This design comes from an exercise in tuning for small area on the open sky130 flow, not from production work. Function was checked by simulation only, so behaviour that the tests miss may differ from the original. Power figures rest on the tool's default switching activity, not on a simulated workload.

Setup of run A:
// top_module
module top_module(
    input wire clk,
    input wire rst,
    input wire spi_mosi,
    input wire spi_cs_n,
    input wire mic_data_1,
    input wire mic_data_2,
    output wire [7:0] out,
    output wire pos,
    output wire neg
);
For scale: roughly 1000 cells after synthesis, roughly 16 I/O pins.
export LEC_CHECK = 0
export CAP_MARGIN = 20
export CORE_MARGIN = 2
export CORE_UTILIZATION = 70
export CTS_BUF_LIST = sky130_fd_sc_hd__clkbuf_8
export CTS_CLUSTER_DIAMETER = 60
export CTS_CLUSTER_SIZE = 20
export SLEW_MARGIN = 20
create_clock -name core_clock -period 8.0 [get_ports {clk}]
run.sh (not shown) runs the stock make flow with config.mk's settings and CLKGATE_MAP_FILE= SYNTH_SCRIPT=/design/flow/synth_recipe.tcl, a recipe that flattens the netlist after the stock synthesis.
Run A: PASS, flow complete, no timing, DRC or antenna violations
--- input diff run A..run B ---
==> flow/flow/run.sh (new file) <==
#!/bin/bash
# The standard ORFS layout, with two changes: clock tree synthesis without
# dummy loads, and port buffers of the smallest buffer cell.
set -euo pipefail
export CTS_ARGS="-sink_clustering_enable -repair_clock_nets -buf_list sky130_fd_sc_hd__clkbuf_8 -sink_clustering_size 23 -sink_clustering_max_diameter 50 -dont_use_dummy_load"
export BUFFER_PORTS_ARGS="-buffer_cell sky130_fd_sc_hd__buf_1"
bash standard.sh finish > standard_flow.log 2>&1
==> flow/standard.sh (new file) <==
#!/bin/bash
# synth_recipe.tcl (not shown) runs the flow's synth.tcl, then flattens the netlist and writes it again
# the make line also repeats each setting of config.mk as NAME=value (left out here)
make -C /OpenROAD-flow-scripts/flow DESIGN_CONFIG=/design/flow/config.mk WORK_HOME=/design/flow/orfs CLKGATE_MAP_FILE= SYNTH_SCRIPT=/design/flow/synth_recipe.tcl "${@:-finish}"
--- a/flow/config.mk
+++ b/flow/config.mk
@@ -11,3 +10,0 @@
-export CTS_BUF_LIST = sky130_fd_sc_hd__clkbuf_8
-export CTS_CLUSTER_DIAMETER = 60
-export CTS_CLUSTER_SIZE = 20
removed: flow/run.sh
Worst setup slack ends up higher on run B.
Type of the worst setup path = input port to register: run A; type of the worst setup path = register to register: run B
Run B finished every stage and its layout cleared the timing, design-rule and antenna checks.
From run A to run B the numbers moved as follows: detailed-route wire length went down; relative contribution of the clock network to total power went down by 2.1 points; cell area after layout went down 1.3%; post-route minimum period saw a decrease; largest incremental delay on the critical path shows a reduction of 150 ps.
Comparing total power for run B and run A, the smaller number came from run B.
A first element of the critical path of spi_cs_n is what run A shows, while u_memory.ratio[3] belongs to run B.
Relative to run B, the following input files were edited for run C:
--- a/flow/flow/run.sh
+++ b/flow/flow/run.sh
@@ -5 +5 @@
-export CTS_ARGS="-sink_clustering_enable -repair_clock_nets -buf_list sky130_fd_sc_hd__clkbuf_8 -sink_clustering_size 23 -sink_clustering_max_diameter 50 -dont_use_dummy_load"
+export CTS_ARGS="-sink_clustering_enable -repair_clock_nets -buf_list sky130_fd_sc_hd__clkbuf_8 -sink_clustering_size 20 -sink_clustering_max_diameter 60 -dont_use_dummy_load"
==> comparison <==
From run C to run B, area overhead of the layout relative to synthesis did not move at all. Run C vs. run B: count of filler cells inserted in the layout went up; total power consumption of the routed design essentially unchanged; internal power component now sits at about the same level; clock network fraction of design power did not really move. Synthesized area: run C vs run B, no meaningful difference. Run C contains more vias than run B. Setup slack delta (run C − run B): favourable.
--- input diff run C..run D ---
--- a/flow/flow/run.sh
+++ b/flow/flow/run.sh
@@ -5 +5 @@
-export CTS_ARGS="-sink_clustering_enable -repair_clock_nets -buf_list sky130_fd_sc_hd__clkbuf_8 -sink_clustering_size 20 -sink_clustering_max_diameter 60 -dont_use_dummy_load"
+export CTS_ARGS="-sink_clustering_enable -repair_clock_nets -buf_list sky130_fd_sc_hd__clkbuf_8 -sink_clustering_size 22 -sink_clustering_max_diameter 80 -balance_levels -dont_use_dummy_load"
Notes after the runs:
Run D finished every stage and its layout cleared the timing, design-rule and antenna checks. Higher reported net switching power goes to run C over run D. In the metrics for run C and run D, the one carrying the lower arrival time reported for the critical path endpoint is run C. Compared with run C, in run D setup slack went down, clock period minus worst slack went up, residual DRC count did not really move, xor/xnor share of the synthesized area did not really move. Re total clock buffers created by CTS: run C and run D aren't equal, and the higher value belongs to run C.

re-timing with driven ports:
The flow's constraints put no driver on any port. The routed layouts listed below were extracted and timed again, unchanged, in two steps. Step 1: set_driving_cell puts a clkbuf_16 on clk and a buf_2 on each other input, an assumption about the parent block. Step 2, shift: input delay + t, output delay - t, t = (earliest + latest rising clock arrival at the registers) / 2. This alone moves slack from input paths to output paths. Three values: no drivers, after step 1, after step 2; two values: the first two.
run	t, ns	setup slack, ns	hold slack, ns	latest minus earliest clock arrival (ns)
run A	0.601	4.044 / 4.072 / 3.471	0.417 / 0.417 / 0.417	0.025 / 0.025
run B	0.589	4.911 / 4.911 / 4.394	0.379 / 0.379 / 0.379	0.065 / 0.066
run C	0.585	4.922 / 4.922 / 4.386	0.381 / 0.381 / 0.381	0.058 / 0.057
run D	0.643	4.903 / 4.903 / 4.400	0.380 / 0.380 / 0.380	0.084 / 0.084
After both steps setup and hold are still met in every run listed. For run A, which loses most, drivers alone change the setup slack by +0.028 ns; drivers and shift together by -0.573 ns.
